Context: an optimization exercise on an open-source flow, tuned for small area. The choices shown serve that exercise and are no tape-out recipe.
Where RTL was checked, it was by simulation tests only, not by an equivalence proof against the original.
Power is estimated from default activity; no workload was simulated.

Setup of run A:
==> flow/design.v (excerpt) <==
module tero_top (CLK, RST, MODE, SW, LED, TXD,
                 TERO_COUNT, TERO_OEFF, TERO_CTR, TERO_PRE, RO_SEL);
Size: about 1800 cells after synthesis, ~450 flip-flops, about 49 I/O pins.
export LEC_CHECK = 0
export ABC_AREA = 1
export CAP_MARGIN = 20
export CORE_MARGIN = 2
export CORE_UTILIZATION = 40
export CTS_BUF_LIST = sky130_fd_sc_hd__clkbuf_4
export SLEW_MARGIN = 20
create_clock -name core_clock -period 10.0 [get_ports {CLK}]
run.sh (not shown) runs the stock make flow with config.mk's settings and CLKGATE_MAP_FILE= SYNTH_SCRIPT=/design/flow/synth_recipe.tcl, a recipe that flattens the netlist after the stock synthesis.
#### Input delta (run B over run A)
--- a/flow/config.mk
+++ b/flow/config.mk
@@ -8 +7,0 @@
-export ABC_AREA = 1
@@ -12 +10,0 @@
-export CTS_BUF_LIST = sky130_fd_sc_hd__clkbuf_4
==> comparison <==
- On wire length per cell after detailed routing: between run B and run A, it ends up higher for run B.
- Looking at count of standard-cell rows across run B and run A, the one that comes out lower is run A.
- Compared with run A, in run B routed wire length +about 11%; area of the multi-input gates +about 24%; setup slack after layout +0.75 ns; final critical-path share of the clock period -7.5 points; critical path depth -14.
- From run A to run B the numbers moved as follows: clock transition at the registers of the reported paths held; chip height went up 2.0%; clock network power consumption went up 24%.
Setup changes, run B to run C
--- a/flow/config.mk
+++ b/flow/config.mk
@@ -7,0 +8 @@
+export ABC_AREA = 1
@@ -10 +11,3 @@
-export CORE_UTILIZATION = 40
+export CORE_UTILIZATION = 60
+export CTS_BUF_LIST = sky130_fd_sc_hd__clkbuf_8
+export CTS_CLUSTER_SIZE = 30
==> comparison <==
- Per the comparison of run C with run B, worst-case reg-to-reg path depth rose 14; share of the final layout cell area in sequential cells rose 3.2 points; overall die area fell 35%; area added between synthesis and finish fell 2.0 points; share of power burned in combinational logic fell 2.2 points.
No run of this note included a check of the RTL's function; only the layout flow was run.

========
Another version of the RTL of tero_top (not shown whole).
Size in the first run: about 450 flip-flops, ~18000 µm² of cells after synthesis.
==> flow/config.mk <==
export PLATFORM = sky130hd
export DESIGN_NAME = tero_top
export DESIGN_NICKNAME = tero_top
export VERILOG_FILES = /design/flow/design.v
export SDC_FILE = /design/flow/constraint.sdc
export NUM_CORES = 4
export LEC_CHECK = 0
export ABC_AREA = 1
export CAP_MARGIN = 20
export CORE_MARGIN = 2
export CORE_UTILIZATION = 40
export CTS_BUF_LIST = sky130_fd_sc_hd__clkbuf_8
export CTS_CLUSTER_DIAMETER = 50
export CTS_CLUSTER_SIZE = 15
export SLEW_MARGIN = 20
==> flow/constraint.sdc <==
create_clock -name core_clock -period 10.0 [get_ports {CLK}]
set_input_delay 2.0000 -clock core_clock [delete_from_list [all_inputs] [get_ports {CLK}]]
set_output_delay 2.0000 -clock core_clock [all_outputs]
set_load 0.01 [all_outputs]
The starting point passed the timing, DRC and antenna checks.
Rerun with:
==> flow/flow/run.sh (new file) <==
#!/bin/bash
# Own layout flow: the standard layout (standard.sh, unchanged synthesis,
# floorplan, power grid, placement, routing), with two settings changed:
#  - ports are buffered with the smallest buffer (buf_1) instead of the
#    default pick, and
#  - clock tree synthesis uses clkbuf_8 leaf clusters without dummy loads.
set -euo pipefail
export BUFFER_PORTS_ARGS="-buffer_cell sky130_fd_sc_hd__buf_1"
export CTS_ARGS="-sink_clustering_enable -repair_clock_nets -buf_list sky130_fd_sc_hd__clkbuf_8 -sink_clustering_size 15 -sink_clustering_max_diameter 50 -dont_use_dummy_load"
bash standard.sh finish > standard_flow.log 2>&1
==> flow/standard.sh (new file) <==
#!/bin/bash
# synth_recipe.tcl (not shown) runs the flow's synth.tcl, then flattens the netlist and writes it again
# the make line also repeats each setting of config.mk as NAME=value (left out here)
make -C /OpenROAD-flow-scripts/flow DESIGN_CONFIG=/design/flow/config.mk WORK_HOME=/design/flow/orfs CLKGATE_MAP_FILE= SYNTH_SCRIPT=/design/flow/synth_recipe.tcl "${@:-finish}"
removed: flow/run.sh
Effect: Setup slack hardly moves; critical path depth stays the same; die area does not change; fmax hardly moves.
Rerun with:
--- a/flow/flow/run.sh
+++ b/flow/flow/run.sh
@@ -9 +9 @@
-export CTS_ARGS="-sink_clustering_enable -repair_clock_nets -buf_list sky130_fd_sc_hd__clkbuf_8 -sink_clustering_size 15 -sink_clustering_max_diameter 50 -dont_use_dummy_load"
+export CTS_ARGS="-sink_clustering_enable -repair_clock_nets -buf_list sky130_fd_sc_hd__clkbuf_8 -sink_clustering_size 18 -sink_clustering_max_diameter 60 -dont_use_dummy_load"
Settings changed: CORE_UTILIZATION 40 to 70, CTS_BUF_LIST sky130_fd_sc_hd__clkbuf_8 to unset, CTS_CLUSTER_DIAMETER 50 to unset, CTS_CLUSTER_SIZE 15 to unset.
Total power fell by 2.1%.
Synthesized cell count is unchanged.
Worst setup slack gets better by 0.059 ns.
Cell area is lower by 2.6%.
Via count came out higher by 0.62%.

========
tero_top, a different RTL version from the one above (not shown whole).
Size in the first run: ~1400 cells after synthesis, ~450 flip-flops, roughly 0.017 mm^2 of cells after synthesis.
clock: 10.0 ns
lec_check: 0
abc_area: 1
cap_margin: 20
core_margin: 2
core_utilization: 70
slew_margin: 20
standard.sh (not shown) runs the stock make flow with config.mk's settings and CLKGATE_MAP_FILE= SYNTH_SCRIPT=/design/flow/synth_recipe.tcl, a recipe that flattens the netlist after the stock synthesis.
==> flow/flow/run.sh <==
#!/bin/bash
# Own layout flow: the standard layout (standard.sh: unchanged synthesis,
# floorplan, power grid, placement, routing), with these changes:
#  - ports are buffered with the smallest buffer (buf_1) instead of the
#    default pick,
#  - clock tree synthesis uses clkbuf_8 leaf clusters without dummy loads, and
#  - after the floorplan, gates that synthesis sized up are put back to drive
#    strength 1 (flow/downsize.tcl); placement's repair_design and the timing
#    repair after CTS size up again where needed.
set -euo pipefail
export BUFFER_PORTS_ARGS="-buffer_cell sky130_fd_sc_hd__buf_1"
export CTS_ARGS="-sink_clustering_enable -repair_clock_nets -buf_list sky130_fd_sc_hd__clkbuf_8 -sink_clustering_size 18 -sink_clustering_max_diameter 60 -dont_use_dummy_load"
bash standard.sh floorplan > standard_floorplan.log 2>&1
RES=$PWD/orfs/results/$FLOW_PLATFORM/tero_top/base openroad -no_init -exit flow/downsize.tcl > downsize.log 2>&1
bash standard.sh finish > standard_flow.log 2>&1
==> flow/flow/downsize.tcl <==
# Swap the combinational cells that synthesis sized up (drive 2, 4, 8) back to
# drive 1 before placement; placement's repair_design and the later timing
# repair size up again wherever slew, capacitance or timing need it.
set P /OpenROAD-flow-scripts/flow/platforms/sky130hd
read_lef $P/lef/sky130_fd_sc_hd.tlef
read_lef $P/lef/sky130_fd_sc_hd_merged.lef
read_liberty $P/lib/sky130_fd_sc_hd__tt_025C_1v80.lib
set R $::env(RES)
read_db $R/2_floorplan.odb
set db [ord::get_db]
set n 0
foreach inst [[[$db getChip] getBlock] getInsts] {
  set m [[$inst getMaster] getName]
  if {[regexp {^(sky130_fd_sc_hd__(nand|nor|and|or|inv|a|o|xor|xnor|mux|maj|buf)[0-9a-z_]*?)_([248])$} $m -> base]} {
    if {[string match "*clkbuf*" $m] || [string match "*dly*" $m]} { continue }
    set nm [$db findMaster ${base}_1]
    if {$nm != "NULL" && $nm != ""} {
      $inst swapMaster $nm
      incr n
    }
  }
}
puts "downsized $n cells"
write_db $R/2_floorplan.odb
Next try:
==> flow/flow/run.sh (replaced) <==
#!/bin/bash
# Own layout flow: the standard layout (standard.sh, unchanged synthesis,
# floorplan, power grid, placement, routing), with these settings changed:
#  - ports are buffered with the smallest buffer (buf_1) instead of the
#    default pick, and
#  - clock tree synthesis uses clkbuf_8 leaf clusters without dummy loads, and
#  - after global routing, gates off the critical paths are downsized
#    (ORFS RECOVER_POWER).
set -euo pipefail
export BUFFER_PORTS_ARGS="-buffer_cell sky130_fd_sc_hd__buf_1"
export CTS_ARGS="-sink_clustering_enable -repair_clock_nets -buf_list sky130_fd_sc_hd__clkbuf_8 -sink_clustering_size 18 -sink_clustering_max_diameter 60 -dont_use_dummy_load"
export RECOVER_POWER=100
bash standard.sh finish > standard_flow.log 2>&1
removed: flow/flow/downsize.tcl
What happened: The new run reached the layout checks and failed them: capacitance limit, slew limit. Global-route usage decreases by 0.18 points. First-iteration DRC count goes down by 12%. Total power went up by 0.57%. Cell area hardly moves. Routed wire length came out higher by 0.49%.

## afterwards: timing with drivers on the ports
No port has a modelled driver above. Below, the same layouts with a new extraction and two added sets of constraints. Step 1, drivers: a clkbuf_16 drives CLK and a buf_2 each remaining input, both assumed. Step 2 also shifts input and output timing later by t, the mid clock arrival at the registers, as if the neighbouring blocks saw the same clock. Three values: no drivers, after step 1, after step 2; two values: the first two.
| run | shift t [ns] | setup slack, ns | hold slack, ns | worst setup path at the end |
|---|---|---|---|---|
| run A | 0.851 | 3.414 / 3.414 / 3.414 | 0.395 / 0.395 / 0.395 | register to register |
| run B | 0.640 | 4.162 / 4.162 / 4.162 | 0.396 / 0.396 / 0.396 | register to register |
| run C | 0.659 | 3.416 / 3.416 / 3.416 | 0.405 / 0.405 / 0.405 | register to register |
| the first run of note 2 | 0.641 | 1.696 / 1.696 / 1.696 | 0.398 / 0.398 / 0.398 | register to register |
| the second run of note 2 | 0.596 | 1.696 / 1.696 / 1.696 | 0.329 / 0.329 / 0.329 | register to register |
| the third run of note 2 | 0.629 | 1.755 / 1.755 / 1.755 | 0.422 / 0.422 / 0.422 | register to register |
| the first run of note 3 | 0.639 | 1.476 / 1.476 / 1.476 | 0.406 / 0.406 / 0.406 | register to register |
| the second run of note 3 | 0.615 | 1.580 / 1.580 / 1.580 | 0.415 / 0.415 / 0.415 | register to register |
